This design comes from an exercise in tuning for a short achievable clock period and few clock cycles on the open sky130 flow, not from production work. In this exercise RTL edits were held to simulation tests only and were not proved equivalent to the original. Power is estimated from default activity; no workload was simulated.

==> flow/standard.sh <==
#!/bin/bash
# synth_recipe.tcl (not shown) runs the flow's synth.tcl, then flattens the netlist and writes it again
# the make line also repeats each setting of config.mk as NAME=value (left out here)
make -C /OpenROAD-flow-scripts/flow DESIGN_CONFIG=/design/flow/config.mk WORK_HOME=/design/flow/orfs CLKGATE_MAP_FILE= SYNTH_SCRIPT=/design/flow/synth_recipe.tcl "${@:-finish}"
==> flow/design.v <==
`timescale 1ns / 1ps
module Mux_2a1_32bits(           
    input  Control,              
    input [31:0] Entrada_0,      
    input [31:0] Entrada_1,      
    output reg [31:0] Salida     
    );
    always @(*)                              
		case(Control)                        
			1'b0: Salida <= Entrada_0;       
			1'b1: Salida <= Entrada_1;       
		endcase
endmodule
`timescale 1ns / 1ps
module Mux_2a1_5bits(            
    input  Control,              
    input [4:0] Entrada_0,       
    input [4:0] Entrada_1,       
    output reg [4:0] Salida      
    );
    always @(*)                            
		case(Control)                      
			1'b0: Salida <= Entrada_0;     
			1'b1: Salida <= Entrada_1;     
		endcase
endmodule
`timescale 1ns / 1ps
module Mux_4a1_32bits(           
    input [1:0] Control,         
    input [31:0] Entrada_0,      
    input [31:0] Entrada_1,      
    input [31:0] Entrada_10,     
    input [31:0] Entrada_11,     
    output reg [31:0] Salida     
    );
    always @(*)                              
		case(Control)                        
			2'b00: Salida <= Entrada_0;      
			2'b01: Salida <= Entrada_1;      
			2'b10: Salida <= Entrada_10;     
			2'b11: Salida <= Entrada_11;     
		endcase
endmodule
`timescale 1ns / 1ps
module SignExtend_8_32(          
    input [7:0] Entrada,         
    input Signo,                 
    output reg [31:0] Salida     
    );
    always @(*) begin
        if (Signo==1) begin
            if (Entrada[7]==1) begin                             
                Salida[31:8] <= 24'b111111111111111111111111;    
                Salida[7:0] <= Entrada[7:0];                     
            end
            else begin                                           
                Salida[31:8] <= 24'b000000000000000000000000;    
                Salida[7:0] <= Entrada[7:0];                     
            end
        end
        else begin
            Salida[31:6] <= 24'b000000000000000000000000;            
            Salida[7:0] <= Entrada[7:0];                             
        end
    end
endmodule
`timescale 1ns / 1ps
module SignExtend_12_32(         
    input [11:0] Entrada,        
    output reg [31:0] Salida     
    );
    always @(*) begin                                
        if (Entrada[11]==1) begin                        
            Salida[31:12] <= 20'b11111111111111111111;    
            Salida[11:0] <= Entrada[11:0];               
        end
        else begin                                       
            Salida[31:12] <= 20'b00000000000000000000;    
            Salida[11:0] <= Entrada[11:0];               
        end
    end
endmodule
`timescale 1ns / 1ps
module SignExtend_13_32(         
    input [12:0] Entrada,        
    output reg [31:0] Salida     
    );
    always @(*) begin                                    
        if (Entrada[12]==1) begin                        
            Salida[31:13] <= 19'b1111111111111111111;    
            Salida[12:0] <= Entrada[12:0];               
        end
        else begin                                       
            Salida[31:13] <= 19'b0000000000000000000;    
            Salida[12:0] <= Entrada[12:0];               
        end
    end
endmodule
`timescale 1ns / 1ps
module SignExtend_16_32(         
    input [15:0] Entrada,        
    input Signo,                
    output reg [31:0] Salida     
    );
    always @(*) begin                                    
        if (Signo==1) begin
            if (Entrada[15]==1) begin                    
                Salida[31:16] <= 16'b1111111111111111;   
                Salida[15:0] <= Entrada[15:0];           
            end
            else begin                                   
                Salida[31:16] <= 16'b000000000000000;    
                Salida[15:0] <= Entrada[15:0];           
            end
        end
    else begin
        Salida[31:16] <= 16'b000000000000000;    
        Salida[15:0] <= Entrada[15:0];           
        end
    end
endmodule
`timescale 1ns / 1ps
module SignExtend_20_32(         
    input [19:0] Entrada,        
    output reg [31:0] Salida     
    );
    always @(*) begin                                
        if (Entrada[19]==1) begin                    
            Salida[31:21] <= 11'b11111111111;        
            Salida[20:0] <= {Entrada[19:0], 1'b0};  
        end
        else begin                                   
            Salida[31:21] <= 11'b00000000000;        
            Salida[20:0] <= {Entrada[19:0], 1'b0};  
        end
    end
endmodule
`timescale 1ns / 1ps
module SignExtend_U(
    input [19:0] Entrada,        
    output reg [31:0] Salida     
    );
    always @(*) begin            
        Salida = {Entrada, 12'b0};    
    end
endmodule
`timescale 1ns / 1ps
module PC_ALU(
	input [31:0] A,     
	input [31:0] B,     
	output reg [31:0] ALU_out   
    );
    always @(*) begin    
        ALU_out=A+B;     
		end
endmodule
`timescale 1ns / 1ps
module RegPC(               
    output reg [31:0] Q,    
    input [31:0] D,         
    input Reset,            
    input CLK               
    );
always @(posedge CLK)       
begin
	if (Reset)
	    Q <= 32'd0;
	else
	    Q <= D;                 
end
endmodule
`timescale 1ns / 1ps
module Banco_Registros(          
    input CLK,                   
    input [4:0] rs2,             
    input [4:0] rs1,             
    input [4:0] rd,              
    input [31:0] di,             
    input wre,                   
    input Reset,
    output reg [31:0] do2,       
    output reg [31:0] do1        
    );
    integer i;
    reg [31:0] registers[31:0];  
	always @(posedge CLK)begin      
	   if(Reset)begin               
	       for(i=0; i<32; i=i+1)    
               registers[i] <= 0;   
	   end
	   else if(wre && rd != 5'd0) begin   
		  registers[rd]<=di;       
		  end
	   end
	always @(*) begin               
	   do2 = (rs2 == 5'd0) ? 32'd0 : registers[rs2];        
	   do1 = (rs1 == 5'd0) ? 32'd0 : registers[rs1];        
	   end
endmodule
`timescale 1ns / 1ps
module Main_ALU(
    input [4:0] Control,            
	input [31:0] A,                 
	input [31:0] B,                 
	output reg [31:0] ALU_out,      
	output reg Flag                 
    );
    always @(*) begin
        ALU_out=32'd0;                  
        Flag=1'b0;
		case (Control)   
			  5'b00000:  
			  begin
			     ALU_out=$signed(A)+$signed(B);
			  end
			  5'b00001:  
			  begin
			     ALU_out=$signed(A)-$signed(B);
			  end
			  5'b00010:  
			  begin
			     ALU_out=A<<B[4:0];
			  end
			  5'b00011:  
			  begin
                if ($signed(A)<$signed(B)) begin
                    ALU_out=32'd1;
                end
                else begin
                    ALU_out=32'd0;
                end
			  end
			  5'b00100:  
			  begin
			     if (A<B) begin
                    ALU_out=32'd1;
                 end
                 else begin
                    ALU_out=32'd0;
                 end
			  end
			  5'b00101:  
			  begin
			     ALU_out=A^B;
			  end
			  5'b00110:  
			  begin
			     ALU_out=A>>B[4:0];
			  end
			  5'b00111:  
			  begin
			     ALU_out=$signed(A)>>>B[4:0];
			  end
			  5'b01000:  
			  begin
			     ALU_out=A|B;
			  end
	          5'b01001:  
	          begin
	             ALU_out=A&B;
	          end
		      5'b01010:  
		      begin
		          ALU_out=B;
		      end
		      5'b01011:  
		      begin
		          if (A==B) begin
		              ALU_out=32'd1;
		              Flag=1;
		          end
		          else begin
		              ALU_out=32'd0;
		              Flag=0;
		          end
		      end
		      5'b01100:  
		      begin
		          if (A!=B) begin
		              ALU_out=32'd1;
		              Flag=1;
		          end
		          else begin
		              ALU_out=32'd0;
		              Flag=0;
		          end
		      end
		      5'b01101:  
		      begin
		          if ($signed(A)<$signed(B)) begin
		              ALU_out=32'd1;
		              Flag=1;
		          end
		          else begin
		              ALU_out=32'd0;
		              Flag=0;
		          end
		      end
		      5'b01110:  
		      begin
		          if ($signed(A)>=$signed(B)) begin
		              ALU_out=32'd1;
		              Flag=1;
		          end
		          else begin
		              ALU_out=32'd0;
		              Flag=0;
		          end
		      end
		      5'b01111:  
		      begin
		          if (A<B) begin
		              ALU_out=32'd1;
		              Flag=1;
		          end
		          else begin
		              ALU_out=32'd0;
		              Flag=0;
		          end
		      end
		      5'b10000:  
		      begin
			     if (A>=B) begin
			          ALU_out=32'd1;
		              Flag=1;
		          end
		          else begin
		              ALU_out=32'd0;
		              Flag=0;
		          end
		      end
		      default: ;
		      endcase
		end
endmodule
`timescale 1ns / 1ps
module Unidad_de_Control(
    input [6:0] opcode,  
	input [6:0] funct7,  
	input [2:0] funct3,  
	output reg wre,     
	output reg [1:0] muxsa,     
	output reg [1:0] muxsb,     
	output reg muximm,  
	output reg [4:0] aluop,     
	output reg [3:0] wme,   
	output reg su,  
	output reg [1:0] muxlm,   
	output reg jrj,     
	output reg [1:0] jrw,     
	output reg [1:0] pcsel  
    );
    always @(*) begin
    wre = 1'b0;
    muxsa = 2'b00;
    muxsb = 2'b00;
    muximm = 1'b0;
    aluop = 5'b00000;
    wme = 4'b0000;
    su = 1'b0;
    muxlm = 2'b10;
    jrj = 1'b0;
    jrw = 2'b00;
    pcsel = 2'b00;
    case (opcode)
        7'b0000011:  
        begin
        wre = 1'b1;
        jrw = 2'b01;
            case (funct3)    
                3'b000: begin  
                    su = 1'b1;
                    muxlm = 2'b01;
                end
                3'b001: begin  
                    su = 1'b1;
                    muxlm = 2'b00;
                end
                3'b010: begin  
                    su = 1'b1;
                    muxlm = 2'b10;
                end
                3'b100: begin  
                    su = 1'b0;
                    muxlm = 2'b01;
                end
                3'b101: begin  
                    su = 1'b0;
                    muxlm = 2'b00;
                end
                default: begin
                    su = 1'b0;
                    muxlm = 2'b10;
                end
            endcase 
        end
        7'b0010011:  
        begin
        wre = 1'b1;
            case (funct3)    
                3'b000: aluop = 5'b00000;  
                3'b001: aluop = 5'b00010;  
                3'b010: aluop = 5'b00011;  
                3'b011: aluop = 5'b00100;  
                3'b100: aluop = 5'b00101;  
                3'b101: aluop = funct7[5] ? 5'b00111 : 5'b00110;  
                3'b110: aluop = 5'b01000;  
                default: aluop = 5'b01001;  
            endcase 
        end
        7'b0100011:  
        begin
        muximm = 1'b1;
            case (funct3)    
                3'b000: wme = 4'b0001;    
                3'b001: wme = 4'b0011;    
                3'b010: wme = 4'b1111;    
                default: wme = 4'b0000;
            endcase
        end
        7'b0110011:  
        begin
        wre = 1'b1;
        muxsb = 2'b01;
            case (funct3)       
                3'b000: aluop = funct7[5] ? 5'b00001 : 5'b00000;  
                3'b001: aluop = 5'b00010;  
                3'b010: aluop = 5'b00011;  
                3'b011: aluop = 5'b00100;  
                3'b100: aluop = 5'b00101;  
                3'b101: aluop = funct7[5] ? 5'b00111 : 5'b00110;  
                3'b110: aluop = 5'b01000;  
                default: aluop = 5'b01001;  
            endcase
        end
        7'b1100011:  
        begin
        muxsb = 2'b01;
        pcsel = 2'b01;
            case (funct3)        
                3'b000: aluop = 5'b01011;  
                3'b001: aluop = 5'b01100;  
                3'b100: aluop = 5'b01101;  
                3'b101: aluop = 5'b01110;  
                3'b110: aluop = 5'b01111;  
                3'b111: aluop = 5'b10000;  
                default: aluop = 5'b00000;
            endcase
        end
        7'b0010111:  
        begin
        wre = 1'b1;
        muxsa = 2'b10;
        muxsb = 2'b10;
        end
        7'b0110111:  
        begin
        wre = 1'b1;
        muxsa = 2'b11;
        muxsb = 2'b10;
        aluop = 5'b01010;
        end
        7'b1100111:  
        begin
        wre = 1'b1;
        jrj = 1'b1;
        jrw = 2'b10;
        end
        7'b1101111:  
        begin
        wre = 1'b1;
        jrw = 2'b10;
        pcsel = 2'b10;
        end
        default: ;
    endcase
    end
endmodule
`timescale 1ns / 1ps
module Microprocesador(
    input CLK,
    input Reset,
    output [31:0] imem_addr,
    input  [31:0] imem_rdata,
    output [31:0] dmem_addr,
    output [31:0] dmem_wdata,
    output [3:0]  dmem_wstrb,
    input  [31:0] dmem_rdata
    );
    reg [11:2] fpc;      
    reg [31:0] pcb;      
    reg [31:0] rpc;      
    reg        r_redir;  
    reg        r_kill;   
    reg        d_v, d_pt;
    reg [31:0] d_ir, d_pc;
    reg        e_v;
    reg [31:0] e_a, e_b, e_bx, e_sd, e_alt;
    reg        e_fa, e_fb, e_fs;
    reg [4:0]  e_rd;
    reg        e_wr, e_ld, e_st, e_br, e_jalr, e_sub;
    reg [2:0]  e_f3;
    reg        e_s_add, e_s_sll, e_s_sr, e_s_sra, e_s_slt, e_s_sltu, e_s_xor, e_s_or, e_s_and, e_s_pass;
    reg        e_c_eq, e_c_lt, e_c_ltu, e_c_inv;
    reg [31:0] m_res, m_addr, m_wdata;
    reg [3:0]  m_wstrb;
    reg [4:0]  m_rd;
    reg        m_wr, m_ld;
    reg [2:0]  m_f3;
    reg [31:0] w_res;
    reg [4:0]  w_rd;
    reg        w_wr;
    reg [31:0] rf [1:31];
    assign imem_addr  = {20'd0, fpc, 2'b00};
    assign dmem_addr  = m_addr;
    assign dmem_wdata = m_wdata;
    assign dmem_wstrb = m_wstrb;
    reg [15:0] bt_v;
    reg [11:6] bt_tag [0:15];
    reg [11:2] bt_tgt [0:15];
    wire [3:0]  f_idx  = fpc[5:2];
    wire        f_hit  = bt_v[f_idx] && (bt_tag[f_idx] == fpc[11:6]);
    wire [11:2] f_next = f_hit ? bt_tgt[f_idx] : fpc + 10'd1;
    wire [6:0] op  = d_ir[6:0];
    wire [2:0] f3  = d_ir[14:12];
    wire [4:0] rd  = d_ir[11:7];
    wire [4:0] rs1 = d_ir[19:15];
    wire [4:0] rs2 = d_ir[24:20];
    wire op_lui   = (op == 7'b0110111);
    wire op_auipc = (op == 7'b0010111);
    wire op_jal   = (op == 7'b1101111);
    wire op_jalr  = (op == 7'b1100111);
    wire op_br    = (op == 7'b1100011);
    wire op_ld    = (op == 7'b0000011);
    wire op_st    = (op == 7'b0100011);
    wire op_imm   = (op == 7'b0010011);
    wire op_reg   = (op == 7'b0110011);
    wire op_alu   = op_reg | op_imm;
    wire use1 = ~(op_lui | op_auipc | op_jal);
    wire useb = op_reg | op_br;             
    wire use2 = useb | op_st;
    wire wr_d = (op_lui | op_auipc | op_jal | op_jalr | op_ld | op_alu) && (rd != 5'd0);
    wire sub_d = op_reg && f3 == 3'b000 && d_ir[30];
    wire [31:0] immI = {{20{d_ir[31]}}, d_ir[31:20]};
    wire [31:0] immS = {{20{d_ir[31]}}, d_ir[31:25], d_ir[11:7]};
    wire [31:0] immB = {{19{d_ir[31]}}, d_ir[31], d_ir[7], d_ir[30:25], d_ir[11:8], 1'b0};
    wire [31:0] immU = {d_ir[31:12], 12'b0};
    wire [31:0] immJ = {{11{d_ir[31]}}, d_ir[31], d_ir[19:12], d_ir[20], d_ir[30:21], 1'b0};
    wire [31:0] d_tB   = d_pc + immB;
    wire [31:0] d_tJ   = d_pc + immJ;
    wire [31:0] d_tU   = d_pc + immU;
    wire [31:0] d_pc4  = d_pc + 32'd4;
    wire [31:0] pcb4   = pcb + 32'd4;
    wire [31:0] d_tP   = op_jal ? d_tJ : d_tB;
    wire        d_bbk  = op_br && d_ir[31];
    wire        d_sp   = op_jal || d_bbk;                
    wire [31:0] pc_f   = r_redir ? rpc : (d_v && d_pt) ? d_tP : pcb4;
    wire fe1 = e_wr && rs1 == e_rd;
    wire fe2 = e_wr && rs2 == e_rd;
    wire hz_e = e_ld && ((use1 && fe1) || (use2 && fe2));
    wire hz_m = m_ld && m_wr && ((use1 && rs1 == m_rd) || (use2 && rs2 == m_rd));
    wire hz_2 = use1 && fe1 && useb && fe2;
    wire stall = d_v && (hz_e || hz_m || hz_2);
    wire id_redir = d_v && !stall && (d_sp != d_pt);
    wire [31:0] id_tgt = d_sp ? d_tP : d_pc4;
    wire [31:0] rf1 = (rs1 == 5'd0) ? 32'd0 : rf[rs1];
    wire [31:0] rf2 = (rs2 == 5'd0) ? 32'd0 : rf[rs2];
    wire [31:0] r1 = (m_wr && rs1 == m_rd) ? m_res : (w_wr && rs1 == w_rd) ? w_res : rf1;
    wire [31:0] r2 = (m_wr && rs2 == m_rd) ? m_res : (w_wr && rs2 == w_rd) ? w_res : rf2;
    wire [31:0] bsel = useb ? r2 : op_st ? immS : immI;
    wire e_ok = ~r_kill;
    wire [31:0] s0 = e_a   + e_bx + {31'd0, e_sub};
    wire [31:0] s1 = m_res + e_bx + {31'd0, e_sub};
    wire [31:0] s2 = e_a   + (m_res ^ {32{e_sub}}) + {31'd0, e_sub};
    wire [31:0] sum = e_fa ? s1 : e_fb ? s2 : s0;
    wire [31:0] j0 = e_a   + e_b;
    wire [31:0] j1 = m_res + e_b;
    wire [31:0] jt = e_fa ? j1 : j0;
    wire eq0  = (e_a == e_b);
    wire eq1  = (m_res == e_b);
    wire eq2  = (e_a == m_res);
    wire lu0  = (e_a < e_b);
    wire lu1  = (m_res < e_b);
    wire lu2  = (e_a < m_res);
    wire ls0  = ($signed(e_a) < $signed(e_b));
    wire ls1  = ($signed(m_res) < $signed(e_b));
    wire ls2  = ($signed(e_a) < $signed(m_res));
    wire eq   = e_fa ? eq1 : e_fb ? eq2 : eq0;
    wire ltu  = e_fa ? lu1 : e_fb ? lu2 : lu0;
    wire lt   = e_fa ? ls1 : e_fb ? ls2 : ls0;
    wire [31:0] A  = e_fa ? m_res : e_a;
    wire [31:0] B  = e_fb ? m_res : e_b;
    wire [31:0] SD = e_fs ? m_res : e_sd;
    wire [31:0] shl = A << B[4:0];
    wire [31:0] shr = {{32{e_s_sra & A[31]}}, A} >> B[4:0];
    wire [31:0] ex_res = ({32{e_s_add}}  & sum)
                       | ({32{e_s_sll}}  & shl)
                       | ({32{e_s_sr}}   & shr)
                       | ({32{e_s_slt}}  & {31'd0, lt})
                       | ({32{e_s_sltu}} & {31'd0, ltu})
                       | ({32{e_s_xor}}  & (A ^ B))
                       | ({32{e_s_or}}   & (A | B))
                       | ({32{e_s_and}}  & (A & B))
                       | ({32{e_s_pass}} & e_alt);
    wire taken   = (e_c_eq & eq) | (e_c_lt & lt) | (e_c_ltu & ltu);
    wire redir   = e_ok & ((e_br & (taken ^ e_c_inv)) | e_jalr);
    wire [31:0] redir_pc = e_jalr ? {jt[31:1], 1'b0} : e_alt;
    wire [3:0] strb = (e_f3[1:0] == 2'b00) ? (4'b0001 << jt[1:0]) :
                      (e_f3[1:0] == 2'b01) ? (jt[1] ? 4'b1100 : 4'b0011) : 4'b1111;
    wire [31:0] lw = dmem_rdata >> {m_addr[1:0], 3'b000};
    wire [31:0] ld_val = (m_f3[1:0] == 2'b00) ? {{24{lw[7]  & ~m_f3[2]}}, lw[7:0]} :
                         (m_f3[1:0] == 2'b01) ? {{16{lw[15] & ~m_f3[2]}}, lw[15:0]} : lw;
    always @(posedge CLK) begin
        if (Reset) begin
            fpc  <= 10'd0;
            rpc  <= 32'd0;
            r_redir <= 1'b1;
            r_kill  <= 1'b0;
            bt_v <= 16'd0;
            d_pt <= 1'b0;
            d_v  <= 1'b0;
            e_v  <= 1'b0;
            e_wr <= 1'b0; e_ld <= 1'b0; e_st <= 1'b0; e_br <= 1'b0; e_jalr <= 1'b0;
            m_wr <= 1'b0; m_ld <= 1'b0; m_wstrb <= 4'b0000;
            w_wr <= 1'b0;
        end else begin
            if (redir)
                fpc <= redir_pc[11:2];
            else if (id_redir)
                fpc <= id_tgt[11:2];
            else if (!stall)
                fpc <= f_next;
            rpc     <= redir ? redir_pc : id_tgt;
            r_redir <= redir || id_redir;
            r_kill  <= redir;
            if (!stall)
                d_pt <= f_hit;
            if (d_v && d_sp && !d_pt)
                bt_v[d_pc[5:2]] <= 1'b1;
            if (redir || id_redir)
                d_v <= 1'b0;
            else if (!stall)
                d_v <= 1'b1;
            begin : idex
                reg v;
                v = d_v && !stall;
                e_v    <= v;
                e_wr   <= v && wr_d;
                e_ld   <= v && op_ld;
                e_st   <= v && op_st;
                e_br   <= v && op_br;
                e_jalr <= v && op_jalr;
            end
            m_wr    <= e_wr && e_ok;
            m_ld    <= e_ld && e_ok;
            m_wstrb <= (e_st && e_ok) ? strb : 4'b0000;
            w_wr    <= m_wr;
        end
    end
    always @(posedge CLK) begin
        if (!stall) begin
            d_ir <= imem_rdata;
            d_pc <= pc_f;
            pcb  <= pc_f;
        end
        e_rd  <= rd;
        e_f3  <= f3;
        e_fa  <= use1 && fe1;
        e_fb  <= useb && fe2;
        e_fs  <= fe2;
        e_a   <= r1;
        e_b   <= bsel;
        e_bx  <= bsel ^ {32{sub_d}};
        e_sd  <= r2;
        e_alt <= op_lui ? immU : op_auipc ? d_tU :
                 (op_br && !d_bbk) ? d_tB : d_pc4;
        e_sub <= sub_d;
        e_s_add  <= op_ld || op_st || (op_alu && f3 == 3'b000);
        e_s_sll  <= op_alu && f3 == 3'b001;
        e_s_sr   <= op_alu && f3 == 3'b101;
        e_s_sra  <= d_ir[30];
        e_s_slt  <= op_alu && f3 == 3'b010;
        e_s_sltu <= op_alu && f3 == 3'b011;
        e_s_xor  <= op_alu && f3 == 3'b100;
        e_s_or   <= op_alu && f3 == 3'b110;
        e_s_and  <= op_alu && f3 == 3'b111;
        e_s_pass <= op_lui || op_auipc || op_jal || op_jalr;
        e_c_eq   <= f3[2:1] == 2'b00;
        e_c_lt   <= f3[2:1] == 2'b10;
        e_c_ltu  <= f3[2:1] == 2'b11;
        e_c_inv  <= f3[0] ^ d_bbk;
        m_rd    <= e_rd;
        m_f3    <= e_f3;
        m_res   <= ex_res;
        m_addr  <= jt;
        m_wdata <= (e_f3[1:0] == 2'b00) ? {4{SD[7:0]}} :
                   (e_f3[1:0] == 2'b01) ? {2{SD[15:0]}} : SD;
        w_rd  <= m_rd;
        w_res <= m_ld ? ld_val : m_res;
    end
    always @(posedge CLK) begin
        if (d_v && d_sp && !d_pt) begin
            bt_tag[d_pc[5:2]] <= d_pc[11:6];
            bt_tgt[d_pc[5:2]] <= d_tP[11:2];
        end
    end
    reg rst_q;
    always @(posedge CLK) rst_q <= Reset;
    integer i;
    always @(posedge CLK) begin
        if (rst_q) begin
            for (i = 1; i < 32; i = i + 1)
                rf[i] <= 32'd0;
        end else if (w_wr) begin
            rf[w_rd] <= w_res;
        end
    end
endmodule
==> flow/constraint.sdc <==
create_clock -name core_clock -period 11.0 [get_ports {CLK}]
set_input_delay 2.2000 -clock core_clock [delete_from_list [all_inputs] [get_ports {CLK}]]
set_output_delay 2.2000 -clock core_clock [all_outputs]
set_load 0.01 [all_outputs]
==> flow/config.mk <==
export PLATFORM = sky130hd
export DESIGN_NAME = Microprocesador
export DESIGN_NICKNAME = Microprocesador
export VERILOG_FILES = /design/flow/design.v
export SDC_FILE = /design/flow/constraint.sdc
export NUM_CORES = 4
export LEC_CHECK = 0
export ABC_CLOCK_PERIOD_IN_PS = 3000
export CAP_MARGIN = 20
export CORE_MARGIN = 2
export CORE_UTILIZATION = 40
export PLACE_DENSITY = 0.6
export SETUP_SLACK_MARGIN = 5
export SLEW_MARGIN = 20
export TNS_END_PERCENT = 100
==> flow/flow/run.sh <==
#!/bin/bash
set -euo pipefail
bash standard.sh SETUP_SLACK_MARGIN=7.7 TNS_END_PERCENT=100 ABC_CLOCK_PERIOD_IN_PS=3000 finish > standard_flow.log 2>&1
==> results.py, run 1 <==
metrics = {
    "sta": {
        "fmax_ghz": 0.248,
        "final.min_clock_period_ns": 4.03,
        "relSlewSlack": 0.118,
        "finalHoldViolCount": 0,
        "setup_tns_ns": 0,
        "clock_skew_ns": 0.0942,
        "tightest_slew_ns": 1.31,
        "report.final.slew_viol_count": 0,
        "setup_viol": 0,
        "rsz0062_at_grt": "true",
        "period_share": 0.367,
    },
    "worst_setup_path": {
        "crit_fanout": 6,
        "arrival_ns": 4.73,
        "startpoint_type": "flip-flop",
        "end_kind": "flip-flop",
        "worst-endpoint-required_ns": 11.69,
        "critPathKind": "flip-flop to flip-flop",
    },
    "placement": {
        "place_hpwl_um": 251000,
        "dp.cells": 11200,
        "port_buffers": 143,
        "gp_congestion": 0.974,
    },
    "pwr": {
        "p_total_mw": 18.5,
        "vdd_drop_max_v": 0.000154,
        "p_per_area_nw_per_um2": 150,
        "p_leak_nw": 45.8,
    },
    "cts": {
        "cts_buffers": 195,
        "clock_path_buffers": 3,
        "h-tree-depth": 4,
        "cts_tree": "yes",
        "worstSkewPairLatency_ns": 0.89,
        "cts.clk_slew.worst_paths_ns": 0.06,
        "clock-root-buffer": "clkbuf_16",
        "cts_sinks": 1760,
    },
    "yosys": {
        "avgSynthCellArea_sq_um": 12.3,
        "synthCells": 8207,
        "yosys_warnings": 1,
        "ys_seq_area_frac": 0.484,
        "ys_ff_latch": 1760,
        "synthArstFlopShare": 0,
        "synth.top_cell.area_share": 0.401,
        "synth_edf_count": 1344,
        "syn-cell-area_sq_um": 101000,
        "ys_top_cells_by_area": "edfxtp_1 40%, mux4_2 16%, dfxtp_1 8.3%",
        "synth_area_leader_cell": "edfxtp_1",
        "ys.flop_type": "edfxtp_1",
        "synth_cell_types": 92,
    },
    "drt": {
        "ant_nets": 0,
        "firstDrtPassIters": 7,
        "drt_iter0_drc": 10200,
        "wl_met3_um": 39300,
        "vias_per_cell": 6.27,
        "wl_met1_um": 153000,
        "wirelength_um": 405000,
        "vias": 76000,
        "wl_per_cell_um": 33.5,
        "wl_met2_um": 188000,
        "topRoutingLayerUsed": "met5",
        "drc": 0,
    },
    "global_route": {
        "grt.total_usage": 0.304,
        "grt_pass1_wl_um": 556000,
        "grt_max_degree": 74,
        "gr-total-overflow": 0,
        "grt_pass1_vias": 73600,
        "antenna_found_initial": 22,
    },
    "final_layout": {
        "fin_nets": 9007,
        "final_util": 0.492,
        "stdcell_count": 12100,
        "syn_to_final_growth_pct": 22.6,
        "layout_commonest_cell": "edfxtp_1",
        "drive_gt1_frac": 0.325,
        "final_cell_mix": "1,344 x edfxtp_1, 1,017 x and2_1, 727 x mux4_2, 467 x nand2_1, 456 x buf_4",
    },
    "run": {
        "maxCapViolations": 0,
    },
    "floorplanning": {
        "ios": 166,
        "start_util": 0.402,
        "dieHeight_um": 506,
        "rows": 184,
        "fp.dieArea_sq_um": 256000,
        "die_x_um": 506,
        "core_sq_um": 251000,
    },
    "worst_hold_path": {
        "min_path_type": "flip-flop to flip-flop",
    },
    "outcome": {
        "status": "finished clean",
    },
}
## flip-flops by register name, indices dropped and copies added, names as in the netlist, 16 cells and up, named ones only
register  count
rf         1024
e_alt        32
w_res        32
m_res        32
e_b          32
e_bx         32
e_sd         32
d_pc         32
e_a          32
bt_v         16
rpc          32
bt_tgt      160
bt_tag       96
d_ir         32
m_addr       32
m_wdata      32
## area by class of cell
cell class                 instances  area [sq um]
sequential                      1760         49100
tap                             3348          4190
inverter                         215           856
timing repair inverter             1          8.76
multi-input combinational       5577         53600
timing repair buffer             839          9100
fill                           21700        127000
antenna                           10          25.0
clock inverter                   117          1280
clock buffer                     245          5240
## metrics by stage
stage	worst slack (ns)	hold slack, ns	cell area, sq um
finish	6.97	0.341	123000
global placement	5.48	0.319	106000
CTS	7.01	0.341	119000
detailed placement	5.61	0.326	106000
global route	6.87	0.338	123000
floorplan	7.29	0.310	101000
## synthesized netlist by cell type (31+ instances only)
cell      instances
o211ai_1         61
inv_1           212
nor3_1           61
nand2b_1         35
nor2b_1          31
o21bai_1         33
dfxtp_1         416
o21a_1           40
a221oi_1         55
buf_2            35
mux2_2          116
nand4_1          43
a21o_1           75
buf_1            84
and3_1           39
nand3_1          92
and2_1         1030
mux2i_1         142
or2_2            38
xnor2_1         187
nor2_1          429
edfxtp_1       1344
a21boi_0         35
nand2_1         503
mux4_2          727
ha_1            343
xor2_1          131
a211oi_1         87
a21oi_1         481
a22oi_1          55
o21ai_0         338
clkbuf_1        533
## cells by family after synthesis
| group | share of synthesized area |
|---|---|
| fa+ha+maj | 0.0444 |
| simple gates | 0.124 |
| compound gates | 0.0950 |
| xor+xnor | 0.0278 |
| buf+inv | 0.0350 |
| flops | 0.484 |
| mux | 0.190 |
| other cells | 0.0000373 |
## layer usage
metal / vias up / global-route usage
met5: - / 0
met1: 38900 / 0.396
met2: 4361 / 0.484
met3: 1022 / 0.0615
li1: 31600 / -
met4: 8 / 0.149
## path summary, 6_finish.rpt
check | to | cells after the start | slack (ns) | from
max | m_res[30]$_DFF_P_ | 14 | 6.97 | e_sub$_DFF_P_
min | m_f3[2]$_DFF_P_ | 0 | 0.34 | e_f3[2]$_DFF_P_
max reg2reg | m_res[30]$_DFF_P_ | 14 | 6.97 | e_sub$_DFF_P_
min reg2reg | m_f3[2]$_DFF_P_ | 0 | 0.34 | e_f3[2]$_DFF_P_
## what timing repair did
item	in CTS	in global routing
hold buffers	0	0
gates resized for setup	1205	597
cloned	33	23
pin swaps	132	308
endpoints found under the setup margin	1288	612
buffers inserted	277	182
## report_power, final
group	leakage, nW	total (mW)	switching (mW)	internal [mW]
Clock	3.12	6.73	2.95	3.78
Combinational	25.6	3.96	2.29	1.67
Sequential	17.1	7.83	0.332	7.50
Total	45.8	18.5	5.56	13.0
## critical path, stage by stage (launching register included)
cell	delay [ns]
dfxtp_4	0.35
buf_12	0.15
mux2_4	0.30
fa_2	0.39
a21oi_4	0.16
o211ai_1	0.20
o221ai_2	0.38
o21ai_4	0.16
or3_4	0.35
a311o_1	0.35
o41ai_4	0.33
o21ai_1	0.14
xnor2_1	0.21
a32oi_2	0.11
a2111o_1	0.30
Testbench counts, summed over its fixed seeds: cycles 34,799.
==> inputs of run 2 (changes only) <==
--- a/flow/design.v
+++ b/flow/design.v
@@ -497,5 +497,5 @@
     reg        e_v;
     reg [31:0] e_a, e_b, e_bx, e_sd, e_alt;
-    reg        e_fa, e_fb, e_fs;
+    reg        e_fa, e_fb, e_fn, e_fs;
     reg [4:0]  e_rd;
     reg        e_wr, e_ld, e_st, e_br, e_jalr, e_sub;
@@ -516,9 +516,9 @@
     assign dmem_wdata = m_wdata;
     assign dmem_wstrb = m_wstrb;
-    reg [15:0] bt_v;
-    reg [11:6] bt_tag [0:15];
-    reg [11:2] bt_tgt [0:15];
-    wire [3:0]  f_idx  = fpc[5:2];
-    wire        f_hit  = bt_v[f_idx] && (bt_tag[f_idx] == fpc[11:6]);
+    reg [3:0] bt_v;
+    reg [11:4] bt_tag [0:3];
+    reg [11:2] bt_tgt [0:3];
+    wire [1:0]  f_idx  = fpc[3:2];
+    wire        f_hit  = bt_v[f_idx] && (bt_tag[f_idx] == fpc[11:4]);
     wire [11:2] f_next = f_hit ? bt_tgt[f_idx] : fpc + 10'd1;
     wire [6:0] op  = d_ir[6:0];
@@ -552,8 +552,9 @@
     wire [31:0] d_pc4  = d_pc + 32'd4;
     wire [31:0] pcb4   = pcb + 32'd4;
-    wire [31:0] d_tP   = op_jal ? d_tJ : d_tB;
+    wire [31:0] d_tP   = ({32{op_jal}} & d_tJ) | ({32{~op_jal}} & d_tB);
     wire        d_bbk  = op_br && d_ir[31];
     wire        d_sp   = op_jal || d_bbk;                
-    wire [31:0] pc_f   = r_redir ? rpc : (d_v && d_pt) ? d_tP : pcb4;
+    wire        pf_t   = !r_redir && d_v && d_pt;
+    wire [31:0] pc_f   = ({32{r_redir}} & rpc) | ({32{pf_t}} & d_tP) | ({32{!r_redir && !pf_t}} & pcb4);
     wire fe1 = e_wr && rs1 == e_rd;
     wire fe2 = e_wr && rs2 == e_rd;
@@ -562,6 +563,13 @@
     wire hz_2 = use1 && fe1 && useb && fe2;
     wire stall = d_v && (hz_e || hz_m || hz_2);
-    wire id_redir = d_v && !stall && (d_sp != d_pt);
-    wire [31:0] id_tgt = d_sp ? d_tP : d_pc4;
+    wire        jb_e   = fe1 && e_s_pass;
+    wire        jb_m   = !fe1 && m_wr && !m_ld && rs1 == m_rd;
+    wire        jalr_id = op_jalr && (jb_e || jb_m);
+    wire [31:0] jt_e   = e_alt + immI;
+    wire [31:0] jt_m   = m_res + immI;
+    wire [31:0] jt_id  = ({32{jb_e}} & jt_e) | ({32{~jb_e}} & jt_m);
+    wire id_redir = d_v && !stall && (jalr_id || (!op_jalr && d_sp != d_pt));
+    wire [31:0] id_tgt = ({32{op_jalr}} & {jt_id[31:1], 1'b0}) | ({32{!op_jalr && d_sp}} & d_tP) |
+                         ({32{!op_jalr && !d_sp}} & d_pc4);
     wire [31:0] rf1 = (rs1 == 5'd0) ? 32'd0 : rf[rs1];
     wire [31:0] rf2 = (rs2 == 5'd0) ? 32'd0 : rf[rs2];
@@ -573,8 +581,8 @@
     wire [31:0] s1 = m_res + e_bx + {31'd0, e_sub};
     wire [31:0] s2 = e_a   + (m_res ^ {32{e_sub}}) + {31'd0, e_sub};
-    wire [31:0] sum = e_fa ? s1 : e_fb ? s2 : s0;
+    wire [31:0] sum = ({32{e_fa}} & s1) | ({32{e_fb}} & s2) | ({32{e_fn}} & s0);
     wire [31:0] j0 = e_a   + e_b;
     wire [31:0] j1 = m_res + e_b;
-    wire [31:0] jt = e_fa ? j1 : j0;
+    wire [31:0] jt = ({32{e_fa}} & j1) | ({32{~e_fa}} & j0);
     wire eq0  = (e_a == e_b);
     wire eq1  = (m_res == e_b);
@@ -586,7 +594,7 @@
     wire ls1  = ($signed(m_res) < $signed(e_b));
     wire ls2  = ($signed(e_a) < $signed(m_res));
-    wire eq   = e_fa ? eq1 : e_fb ? eq2 : eq0;
-    wire ltu  = e_fa ? lu1 : e_fb ? lu2 : lu0;
-    wire lt   = e_fa ? ls1 : e_fb ? ls2 : ls0;
+    wire eq   = (e_fa & eq1) | (e_fb & eq2) | (e_fn & eq0);
+    wire ltu  = (e_fa & lu1) | (e_fb & lu2) | (e_fn & lu0);
+    wire lt   = (e_fa & ls1) | (e_fb & ls2) | (e_fn & ls0);
     wire [31:0] A  = e_fa ? m_res : e_a;
     wire [31:0] B  = e_fb ? m_res : e_b;
@@ -617,5 +625,5 @@
             r_redir <= 1'b1;
             r_kill  <= 1'b0;
-            bt_v <= 16'd0;
+            bt_v <= 4'd0;
             d_pt <= 1'b0;
             d_v  <= 1'b0;
@@ -637,5 +645,5 @@
                 d_pt <= f_hit;
             if (d_v && d_sp && !d_pt)
-                bt_v[d_pc[5:2]] <= 1'b1;
+                bt_v[d_pc[3:2]] <= 1'b1;
             if (redir || id_redir)
                 d_v <= 1'b0;
@@ -650,5 +658,5 @@
                 e_st   <= v && op_st;
                 e_br   <= v && op_br;
-                e_jalr <= v && op_jalr;
+                e_jalr <= v && op_jalr && !jalr_id;
             end
             m_wr    <= e_wr && e_ok;
@@ -668,4 +676,5 @@
         e_fa  <= use1 && fe1;
         e_fb  <= useb && fe2;
+        e_fn  <= !(use1 && fe1) && !(useb && fe2);
         e_fs  <= fe2;
         e_a   <= r1;
@@ -673,6 +682,7 @@
         e_bx  <= bsel ^ {32{sub_d}};
         e_sd  <= r2;
-        e_alt <= op_lui ? immU : op_auipc ? d_tU :
-                 (op_br && !d_bbk) ? d_tB : d_pc4;
+        e_alt <= ({32{op_lui}} & immU) | ({32{op_auipc}} & d_tU) |
+                 ({32{op_br && !d_bbk}} & d_tB) |
+                 ({32{!(op_lui || op_auipc || (op_br && !d_bbk))}} & d_pc4);
         e_sub <= sub_d;
         e_s_add  <= op_ld || op_st || (op_alu && f3 == 3'b000);
@@ -701,6 +711,6 @@
     always @(posedge CLK) begin
         if (d_v && d_sp && !d_pt) begin
-            bt_tag[d_pc[5:2]] <= d_pc[11:6];
-            bt_tgt[d_pc[5:2]] <= d_tP[11:2];
+            bt_tag[d_pc[3:2]] <= d_pc[11:4];
+            bt_tgt[d_pc[3:2]] <= d_tP[11:2];
         end
     end
==> run 2 against run 1 <==
Critical path type unchanged. Maximum frequency up 1.4%. Critical path depth unchanged. Still clean on timing, DRC and antenna. Non-clock buffer count up 13. Via count up 3.5%. Largest power group unchanged. Synthesized cell count up 4.7%. Synthesized area down 2.5%. Cell count up 1.8%.
==> results.py, run 2 <==
metrics = {
    "outcome": {
        "status": "finished clean",
    },
    "global_route": {
        "antenna_found_initial": 22,
        "grt_max_degree": 65,
        "gr-total-overflow": 0,
        "grt_pass1_wl_um": 585000,
        "grt.total_usage": 0.329,
        "grt_pass1_vias": 77200,
    },
    "yosys": {
        "synth_top_family_by_area": "multiplexers",
        "yosys.area_share.simple": 0.134,
        "synth_mux_area_frac": 0.181,
        "post-synth-top-count-cell": "edfxtp_1",
        "synth-compound-area-share": 0.118,
        "ys_seq_area_frac": 0.437,
        "avgSynthCellArea_sq_um": 11.4,
        "synthAdderAreaFrac": 0.0576,
        "ys_ff_latch": 1563,
        "ys.flop_type": "edfxtp_1",
        "synthCells": 8590,
        "synth_area_leader_cell": "edfxtp_1",
        "synth.top_cell.area_share": 0.355,
        "yosys_warnings": 1,
        "synth_edf_count": 1160,
        "synth_cell_types": 92,
        "syn-cell-area_sq_um": 98100,
        "synthArstFlopShare": 0,
        "yosys-top-cells-count": "1,160 x edfxtp_1, 1,019 x and2_1, 660 x mux4_2",
        "ys_top_cells_by_area": "edfxtp_1 35%, mux4_2 15%, dfxtp_1 8.2%",
        "synth_xor_area_frac": 0.0344,
    },
    "drt": {
        "vias": 78600,
        "drc": 0,
        "wirelength_um": 423000,
        "drt_iter0_drc": 9841,
        "ant_nets": 0,
        "wl_per_cell_um": 34.3,
        "firstDrtPassIters": 6,
        "vias_per_cell": 6.38,
    },
    "final_layout": {
        "final_cell_mix": "1,160 x edfxtp_1, 1,006 x and2_1, 660 x mux4_2, 453 x nand2_1, 434 x buf_4",
        "drive_gt1_frac": 0.307,
        "fin_nets": 9474,
        "largest-register": "rf",
        "largest_reg_flops": 1024,
        "layout_commonest_cell": "edfxtp_1",
        "syn_to_final_growth_pct": 23.3,
    },
    "worst_setup_path": {
        "reg2reg_from": "d_ir[20]$_DFFE_PN_",
        "arrival_ns": 4.76,
        "worstSetupStartpoint": "d_ir[20]$_DFFE_PN_",
        "startpoint_type": "flip-flop",
        "crit_fanout": 3,
        "r2r_cells": 14,
        "critPathKind": "flip-flop to flip-flop",
        "rr_endpoint": "rpc[30]$_SDFF_PP0_",
        "worst-endpoint-required_ns": 11.78,
        "reg2reg_slack_ns": 7.02,
        "end_kind": "flip-flop",
        "endpoint": "rpc[30]$_SDFF_PP0_",
    },
    "cts": {
        "cts_sinks": 1563,
        "worstSkewPairLatency_ns": 0.90,
        "cts_buffers": 177,
        "clock-root-buffer": "clkbuf_16",
        "postCtsHoldBufs": 0,
        "cts.clk_slew.worst_paths_ns": 0.07,
        "h-tree-depth": 4,
        "clock_path_buffers": 3,
        "cts_tree": "yes",
    },
    "sta": {
        "setup_tns_ns": 0,
        "tightest_slew_ns": 1.26,
        "finalHoldViolCount": 0,
        "report.final.slew_viol_count": 0,
        "relSlewSlack": 0.148,
        "setup_viol": 0,
        "final.min_clock_period_ns": 3.98,
        "clock_skew_ns": 0.124,
        "rsz0062_at_grt": "true",
        "fmax_ghz": 0.251,
        "period_share": 0.362,
    },
    "floorplanning": {
        "dieHeight_um": 499,
        "ios": 166,
        "core_sq_um": 244000,
        "start_util": 0.403,
        "die_x_um": 499,
        "rows": 181,
        "fp.dieArea_sq_um": 249000,
    },
    "worst_hold_path": {
        "min_path_type": "flip-flop to flip-flop",
        "hold_path_depth": 0,
        "holdCritStartpoint": "e_f3[2]$_DFF_P_",
    },
    "pwr": {
        "p_comb_frac": 0.245,
        "p_per_area_nw_per_um2": 143,
        "switching_share": 0.323,
        "p_total_mw": 17.3,
        "p_switching_mw": 5.59,
        "power_frac_clock": 0.353,
        "p_seq_frac": 0.402,
        "vdd_drop_max_v": 0.000172,
        "p_leak_nw": 46.4,
        "p_int_mw": 11.7,
    },
    "placement": {
        "gp_congestion": 1.04,
        "port_buffers": 143,
        "place_hpwl_um": 271000,
    },
    "run": {
        "maxCapViolations": 0,
    },
}
## run 2: changes by cell type in the layout (fill, tap and decap cells not counted), moves of 24 or more
cell	change
mux4_2	-67
inv_1	+73
xnor2_1	+61
a21oi_1	+52
edfxtp_1	-184
nor2_1	+44
nand2b_1	+25
ha_1	+93
a21o_1	+66
clkbuf_16	-24
## run 2: final cells by class
type / instances / area (sq um)
Antenna cell: 19 / 47.5
Clock buffer: 208 / 4590
Clock inverter: 119 / 1360
Fill cell: 21300 / 123000
Inverter: 275 / 1070
Multi-Input combinational cell: 6093 / 56900
Sequential cell: 1563 / 43300
Tap cell: 3202 / 4010
Timing Repair Buffer: 852 / 9740
Timing Repair inverter: 1 / 8.76
## run 2: power by group through the flow
stage	combinational (mW)	clock [mW]	sequential, mW
6_report	4.25	6.13	6.96
4_1_cts	3.89	6.17	6.94
5_1_grt	4.39	6.39	6.98
2_1_floorplan	2.01	0	6.93
3_5_place_dp	3.34	0	7.09
3_3_place_gp	3.34	0	7.08
## run 2: worst min-delay path by stage
stage and endpoint:
2_1_floorplan m_f3[2]$_DFF_P_, 3_3_place_gp m_f3[2]$_DFF_P_, 3_5_place_dp m_f3[2]$_DFF_P_, 4_1_cts m_f3[2]$_DFF_P_
5_1_grt m_f3[2]$_DFF_P_, 6_report m_f3[2]$_DFF_P_
## run 2: worst max-delay path, cell delays in order (launching register included)
cell,delay (ns)
edfxtp_1,0.42
buf_12,0.17
and2_4,0.14
fa_2,0.35
a21o_1,0.19
a311o_1,0.39
a2111oi_4,0.37
o21bai_2,0.14
a211o_1,0.35
a311o_1,0.38
a311o_1,0.41
a31oi_4,0.22
xnor2_2,0.18
a21oi_1,0.11
o32ai_1,0.12
## run 2: through the flow
stage	hold slack, ns	util	cells	cell area, sq um	setup WS [ns]
floorplan	0.310	-	8611	98600	7.02
global placement	0.314	0.424	11500	103000	4.93
detailed placement	0.316	0.424	11500	103000	4.90
CTS	0.343	0.481	12100	117000	6.93
global route	0.353	0.496	12300	121000	6.94
finish	0.339	0.497	12300	121000	7.02
## run 2: cells by family (layout without fill, tap and decap cells)
family / count (synthesis) / count (layout)
other: 1 / 41
AOI/OAI and AO/OA: 1799 / 1799
muxes: 932 / 932
adders and majority gates: 445 / 445
DFF: 1563 / 1563
xor gates and xnor gates: 386 / 386
buffers and inverters: 957 / 1455
and+or+nand+nor: 2507 / 2509
## run 2: metal layers
metal	vias to the layer above	wire, um	track usage
li1	32900	-	-
met1	39700	152000	0.396
met2	4793	198000	0.536
met3	1259	39700	0.0682
met4	6	33600	0.214
met5	-	39	0
## run 2: timing repair
action | 4_1_cts | 5_1_grt
cloned | 50 | 16
endpoints found under the setup margin | 885 | 474
gates resized for setup | 1358 | 463
pin swaps | 233 | 264
buffers inserted | 292 | 148
Testbench counts of run 2, summed over its fixed seeds: cycles 34,680.
==> inputs of run 3 (changes only) <==
--- a/flow/design.v
+++ b/flow/design.v
@@ -496,8 +496,9 @@
     reg [31:0] d_ir, d_pc;
     reg        e_v;
-    reg [31:0] e_a, e_b, e_bx, e_sd, e_alt;
+    reg [31:0] e_a, e_b, e_bn, e_sd, e_alt;
+    reg [5:0]  e_k;      
     reg        e_fa, e_fb, e_fn, e_fs;
     reg [4:0]  e_rd;
-    reg        e_wr, e_ld, e_st, e_br, e_jalr, e_sub;
+    reg        e_wr, e_ld, e_st, e_br, e_jalr;
     reg [2:0]  e_f3;
     reg        e_s_add, e_s_sll, e_s_sr, e_s_sra, e_s_slt, e_s_sltu, e_s_xor, e_s_or, e_s_and, e_s_pass;
@@ -547,9 +548,10 @@
     wire [31:0] immU = {d_ir[31:12], 12'b0};
     wire [31:0] immJ = {{11{d_ir[31]}}, d_ir[31], d_ir[19:12], d_ir[20], d_ir[30:21], 1'b0};
-    wire [31:0] d_tB   = d_pc + immB;
-    wire [31:0] d_tJ   = d_pc + immJ;
-    wire [31:0] d_tU   = d_pc + immU;
-    wire [31:0] d_pc4  = d_pc + 32'd4;
-    wire [31:0] pcb4   = pcb + 32'd4;
+    wire [31:0] d_tB, d_tJ, d_tU, d_pc4, pcb4;
+    rv_add32 u_tB (.a(d_pc), .b(immB), .ci(1'b0), .s(d_tB));
+    rv_add32 u_tJ (.a(d_pc), .b(immJ), .ci(1'b0), .s(d_tJ));
+    rv_add32 u_tU (.a(d_pc), .b(immU), .ci(1'b0), .s(d_tU));
+    rv_inc32 u_d4 (.a(d_pc), .s(d_pc4));
+    rv_inc32 u_p4 (.a(pcb),  .s(pcb4));
     wire [31:0] d_tP   = ({32{op_jal}} & d_tJ) | ({32{~op_jal}} & d_tB);
     wire        d_bbk  = op_br && d_ir[31];
@@ -566,6 +568,7 @@
     wire        jb_m   = !fe1 && m_wr && !m_ld && rs1 == m_rd;
     wire        jalr_id = op_jalr && (jb_e || jb_m);
-    wire [31:0] jt_e   = e_alt + immI;
-    wire [31:0] jt_m   = m_res + immI;
+    wire [31:0] jt_e, jt_m;
+    rv_add32 u_je (.a(e_alt), .b(immI), .ci(1'b0), .s(jt_e));
+    rv_add32 u_jm (.a(m_res), .b(immI), .ci(1'b0), .s(jt_m));
     wire [31:0] jt_id  = ({32{jb_e}} & jt_e) | ({32{~jb_e}} & jt_m);
     wire id_redir = d_v && !stall && (jalr_id || (!op_jalr && d_sp != d_pt));
@@ -578,20 +581,18 @@
     wire [31:0] bsel = useb ? r2 : op_st ? immS : immI;
     wire e_ok = ~r_kill;
-    wire [31:0] s0 = e_a   + e_bx + {31'd0, e_sub};
-    wire [31:0] s1 = m_res + e_bx + {31'd0, e_sub};
-    wire [31:0] s2 = e_a   + (m_res ^ {32{e_sub}}) + {31'd0, e_sub};
-    wire [31:0] sum = ({32{e_fa}} & s1) | ({32{e_fb}} & s2) | ({32{e_fn}} & s0);
-    wire [31:0] j0 = e_a   + e_b;
-    wire [31:0] j1 = m_res + e_b;
+    wire [31:0] j0, j1, a2, u0, u1, u2;
+    rv_add32 u_j0 (.a(e_a),   .b(e_b),    .ci(1'b0), .s(j0));
+    rv_add32 u_j1 (.a(m_res), .b(e_b),    .ci(1'b0), .s(j1));
+    rv_add32 u_a2 (.a(e_a),   .b(m_res),  .ci(1'b0), .s(a2));
+    rv_add32 u_u0 (.a(e_a),   .b(e_bn),   .ci(1'b1), .s(u0));
+    rv_add32 u_u1 (.a(m_res), .b(e_bn),   .ci(1'b1), .s(u1));
+    rv_add32 u_u2 (.a(e_a),   .b(~m_res), .ci(1'b1), .s(u2));
+    wire [31:0] sum = ({32{e_k[0]}} & j0) | ({32{e_k[1]}} & j1) | ({32{e_k[2]}} & a2) |
+                      ({32{e_k[3]}} & u0) | ({32{e_k[4]}} & u1) | ({32{e_k[5]}} & u2);
     wire [31:0] jt = ({32{e_fa}} & j1) | ({32{~e_fa}} & j0);
-    wire eq0  = (e_a == e_b);
-    wire eq1  = (m_res == e_b);
-    wire eq2  = (e_a == m_res);
-    wire lu0  = (e_a < e_b);
-    wire lu1  = (m_res < e_b);
-    wire lu2  = (e_a < m_res);
-    wire ls0  = ($signed(e_a) < $signed(e_b));
-    wire ls1  = ($signed(m_res) < $signed(e_b));
-    wire ls2  = ($signed(e_a) < $signed(m_res));
+    wire eq0, eq1, eq2, lu0, lu1, lu2, ls0, ls1, ls2;
+    rv_cmp32 u_c0 (.a(e_a),   .b(e_b),   .eq(eq0), .ltu(lu0), .lts(ls0));
+    rv_cmp32 u_c1 (.a(m_res), .b(e_b),   .eq(eq1), .ltu(lu1), .lts(ls1));
+    rv_cmp32 u_c2 (.a(e_a),   .b(m_res), .eq(eq2), .ltu(lu2), .lts(ls2));
     wire eq   = (e_fa & eq1) | (e_fb & eq2) | (e_fn & eq0);
     wire ltu  = (e_fa & lu1) | (e_fb & lu2) | (e_fn & lu0);
@@ -680,10 +681,11 @@
         e_a   <= r1;
         e_b   <= bsel;
-        e_bx  <= bsel ^ {32{sub_d}};
+        e_bn  <= ~bsel;
         e_sd  <= r2;
         e_alt <= ({32{op_lui}} & immU) | ({32{op_auipc}} & d_tU) |
                  ({32{op_br && !d_bbk}} & d_tB) |
                  ({32{!(op_lui || op_auipc || (op_br && !d_bbk))}} & d_pc4);
-        e_sub <= sub_d;
+        e_k   <= {sub_d && (useb && fe2), sub_d && (use1 && fe1), sub_d && !(use1 && fe1) && !(useb && fe2),
+                  !sub_d && (useb && fe2), !sub_d && (use1 && fe1), !sub_d && !(use1 && fe1) && !(useb && fe2)};
         e_s_add  <= op_ld || op_st || (op_alu && f3 == 3'b000);
         e_s_sll  <= op_alu && f3 == 3'b001;
@@ -727,2 +729,27 @@
     end
 endmodule
+module rv_add32 (
+    input  [31:0] a,
+    input  [31:0] b,
+    input         ci,
+    output [31:0] s
+    );
+    assign s = a + b + {31'd0, ci};
+endmodule
+module rv_inc32 (
+    input  [31:0] a,
+    output [31:0] s
+    );
+    assign s = a + 32'd4;
+endmodule
+module rv_cmp32 (
+    input  [31:0] a,
+    input  [31:0] b,
+    output        eq,
+    output        ltu,
+    output        lts
+    );
+    assign eq  = (a == b);
+    assign ltu = (a < b);
+    assign lts = ($signed(a) < $signed(b));
+endmodule
--- a/flow/config.mk
+++ b/flow/config.mk
@@ -13,3 +13,4 @@
 export SETUP_SLACK_MARGIN = 5
 export SLEW_MARGIN = 20
+export SYNTH_HIERARCHICAL = 1
 export TNS_END_PERCENT = 100
==> run 3 against run 2 <==
Sequential power hardly changed. Sequential share of layout area fell by 0.75 points. Count of clock-buffer cells in the layout up 9. Cell area increased by 2.3%. Core utilization down 1.9 points. Global-route usage fell by 2.2 points. Register-to-register slack got worse by 0.22 ns. Non-clock buffer count down 152. Via count rose by 4.5%. Power up 1.8%. Synthesized cell count grew 7.3%. Worst hold slack better by 0.029 ns. Largest power group unchanged.
==> results.py, run 3 <==
metrics = {
    "floorplanning": {
        "dieHeight_um": 514,
        "ios": 166,
        "rows": 187,
        "fp.dieArea_sq_um": 264000,
        "start_util": 0.402,
        "die_x_um": 514,
        "core_sq_um": 259000,
    },
    "yosys": {
        "ys_seq_area_frac": 0.413,
        "yosys-top-cells-count": "1,160 x edfxtp_1, 1,015 x and2_1, 670 x nor2_1",
        "synthArstFlopShare": 0,
        "synthCells": 9215,
        "synth_area_leader_cell": "edfxtp_1",
        "ys.flop_type": "edfxtp_1",
        "syn-cell-area_sq_um": 104000,
        "avgSynthCellArea_sq_um": 11.3,
        "synth.top_cell.area_share": 0.334,
        "ys_ff_latch": 1568,
        "post-synth-top-count-cell": "edfxtp_1",
        "ys_top_cells_by_area": "edfxtp_1 33%, mux4_2 14%, dfxtp_1 7.8%",
        "yosys_warnings": 7,
        "synth_edf_count": 1160,
        "synth_cell_types": 103,
    },
    "drt": {
        "drt_iter0_drc": 9356,
        "wl_per_cell_um": 32.1,
        "ant_nets": 0,
        "wirelength_um": 420000,
        "firstDrtPassIters": 7,
        "drc": 0,
        "vias_per_cell": 6.29,
        "vias": 82200,
    },
    "pwr": {
        "p_per_area_nw_per_um2": 143,
        "switching_share": 0.327,
        "p_int_mw": 11.9,
        "p_seq_frac": 0.393,
        "vdd_drop_max_v": 0.000174,
        "p_leak_nw": 47.4,
        "p_comb_frac": 0.261,
        "power_frac_clock": 0.346,
        "p_total_mw": 17.7,
        "p_switching_mw": 5.78,
    },
    "global_route": {
        "grt_max_degree": 66,
        "antenna_found_initial": 26,
        "grt_pass1_wl_um": 586000,
        "gr-total-overflow": 0,
        "grt.total_usage": 0.307,
        "grt_pass1_vias": 81000,
    },
    "final_layout": {
        "final_cell_mix": "1,160 x edfxtp_1, 1,008 x and2_1, 653 x mux4_2, 607 x nor2_1, 501 x nand2_1",
        "layout_commonest_cell": "edfxtp_1",
        "nFillCells": 23200,
        "largest_reg_flops": 1024,
        "largest-register": "rf",
        "fin_nets": 10100,
        "drive_gt1_frac": 0.274,
        "seq_area_sq_um": 43400,
        "final_util": 0.477,
        "syn_to_final_growth_pct": 18.9,
        "multi_input_area_sq_um": 61700,
        "stdcell_count": 13100,
    },
    "cts": {
        "h-tree-depth": 4,
        "cts_buffers": 178,
        "worstSkewPairLatency_ns": 0.89,
        "postCtsHoldBufs": 0,
        "cts.clk_slew.worst_paths_ns": 0.06,
        "cts_tree": "yes",
        "cts_sinks": 1568,
        "clock-root-buffer": "clkbuf_16",
        "clock_path_buffers": 3,
    },
    "sta": {
        "tightest_slew_ns": 1.28,
        "hold_slack_ns": 0.367,
        "report.final.slew_viol_count": 0,
        "relSlewSlack": 0.143,
        "clock_skew_ns": 0.110,
        "period_share": 0.381,
        "fmax_ghz": 0.238,
        "rsz0062_at_grt": "true",
        "setup_viol": 0,
        "final.min_clock_period_ns": 4.19,
        "setup_tns_ns": 0,
        "finalHoldViolCount": 0,
    },
    "worst_setup_path": {
        "reg2reg_from": "e_b[7]$_DFF_P_",
        "worst-endpoint-required_ns": 11.74,
        "rr_endpoint": "fpc[8]$_SDFFE_PP0N_",
        "critPathTopFamily": "compound AO/OA/AOI/OAI gates",
        "arrival_ns": 4.93,
        "worstSetupStartpoint": "e_b[7]$_DFF_P_",
        "reg2reg_slack_ns": 6.81,
        "r2r_cells": 18,
        "critPathSlowestCell": "dfxtp_2",
        "path_cells": "inv_1 -> ha_1 -> a21oi_1 -> nand3_1 -> a221o_1 -> o31a_1 -> buf_4 -> nor4_2 -> a222oi_1 -> buf_4 -> nor2b_4 -> or4_4 -> a31oi_4 -> or2_4 -> buf_12 -> or3_4 -> o221a_1 -> a211oi_2",
        "slowest_delay_ns": 0.39,
        "end_kind": "flip-flop",
        "crit_fanout": 6,
        "cp.buffers_inverters": 4,
        "critPathKind": "flip-flop to flip-flop",
        "crit_top_cell": "buf_4",
        "cp.depth": 18,
        "startpoint_type": "flip-flop",
        "endpoint": "fpc[8]$_SDFFE_PP0N_",
    },
    "placement": {
        "gp_congestion": 1.01,
        "place_hpwl_um": 280000,
        "dp.cells": 12300,
        "port_buffers": 143,
    },
    "outcome": {
        "status": "finished clean",
    },
    "worst_hold_path": {
        "min_path_type": "flip-flop to flip-flop",
    },
    "run": {
        "maxCapViolations": 0,
    },
}
-- run 3: changes by cell type in the layout (fill, tap and decap cells not counted), moves of 35 or more --
| cell | delta |
|---|---|
| buf_6 | -35 |
| mux2i_1 | +150 |
| a22oi_2 | +40 |
| a22oi_1 | +68 |
| a21oi_2 | -41 |
| xor2_1 | +51 |
| a21oi_1 | +39 |
| nand2_1 | +48 |
| nand3_1 | +48 |
| mux2_2 | +47 |
| ha_1 | +70 |
| nor2_1 | +181 |
| buf_4 | -43 |
-- run 3: through the flow --
step	cell area [sq um]	worst slack, ns
2_1_floorplan	105000	6.67
3_3_place_gp	110000	4.78
3_5_place_dp	110000	4.67
4_1_cts	121000	6.81
5_1_grt	124000	6.72
6_report	124000	6.81
-- run 3: layout make-up --
class / instances / area share
Multi-Input combinational cell: 6742 / 0.499
Sequential cell: 1568 / 0.350
Timing Repair Buffer: 700 / 0.0592
Clock buffer: 217 / 0.0382
Tap cell: 3402 / 0.0344
Clock inverter: 109 / 0.00959
Inverter: 307 / 0.00942
Antenna cell: 17 / 0.000344
-- run 3: cell families (layout without fill, tap and decap cells) --
family | Yosys count | after routing | synth area share
mux | 1129 | 1129 | 0.190
flops | 1568 | 1568 | 0.413
compound gates | 1788 | 1789 | 0.118
xor+xnor | 392 | 392 | 0.0330
buf+inv | 958 | 1333 | 0.0372
simple gates | 2862 | 2868 | 0.146
fa+ha+maj | 516 | 516 | 0.0636
other cells | 2 | 65 | 0.0000721
-- run 3: worst min path at each step --
stage / to / slack [ns] / cells past startpoint / startpoint
floorplan: m_f3[2]$_DFF_P_ / 0.31 / 0 / e_f3[2]$_DFF_P_
detailed placement: m_rd[1]$_DFF_P_ / 0.38 / 0 / e_rd[1]$_DFF_P_
finish: m_rd[0]$_DFF_P_ / 0.37 / 0 / e_rd[0]$_DFF_P_
global route: m_rd[0]$_DFF_P_ / 0.37 / 0 / e_rd[0]$_DFF_P_
CTS: m_rd[0]$_DFF_P_ / 0.37 / 0 / e_rd[0]$_DFF_P_
global placement: w_rd[2]$_DFF_P_ / 0.38 / 0 / m_rd[2]$_DFF_P_
-- run 3: per-module statistics from Yosys (local to each module, per instance) --
module	cells	flip-flops and latches	times used
rv_add32	229	0	11
Microprocesador	6193	1568	1
rv_inc32	79	0	2
rv_cmp32	115	0	3
-- run 3: power groups by stage --
stage / Sequential, mW / Clock (mW) / Combinational [mW]
final: 6.94 / 6.10 / 4.61
after global routing: 6.97 / 6.38 / 4.78
after CTS: 6.92 / 6.15 / 4.30
after detailed placement: 7.08 / 0 / 3.85
after global placement: 7.05 / 0 / 3.84
after floorplan: 6.95 / 0 / 2.36
-- run 3: layer usage --
layer	vias to the layer above	GRT usage	wire, um
li1	35300	-	-
met1	41500	0.372	154000
met2	4314	0.511	201000
met3	1088	0.0551	35000
met4	4	0.184	29100
met5	-	0	21
-- run 3: repair_timing --
item	4_1_cts	5_1_grt
endpoints found under the setup margin	887	528
cloned	28	14
setup buffers	243	96
resized for setup	1066	333
pin swaps	187	185
Testbench counts of run 3, summed over its fixed seeds: cycles 34,680.

[afterwards: timing with drivers on the ports]
Ports are ideal in the flow. The routed layouts listed here were re-timed in OpenROAD. Step 1 assumes that a clkbuf_16 drives the clock port and a buf_2 every other input. Step 2 adds t to the input delays and takes it off the output delays; t is the mean of the earliest and latest rising clock arrival at the registers after step 1. Input paths then give back, and output paths get back, about the clock's delay inside the block. Slacks: ideal / step 1 / step 2; pairs: ideal / step 1.
run | t (ns) | setup WS [ns] | clock arrival spread, ns | cell pins on the clock port's net
run 1 | 0.940 | 6.967 / 6.967 / 6.733 | 0.100 / 0.100 | 1
run 2 | 0.929 | 7.023 / 7.023 / 6.533 | 0.135 / 0.135 | 1
run 3 | 0.927 | 6.807 / 6.807 / 6.784 | 0.111 / 0.112 | 1
After both steps every run listed still meets setup and hold. For run 2, which loses most, drivers alone change the setup slack by 0.000 ns; drivers and shift together by -0.490 ns.
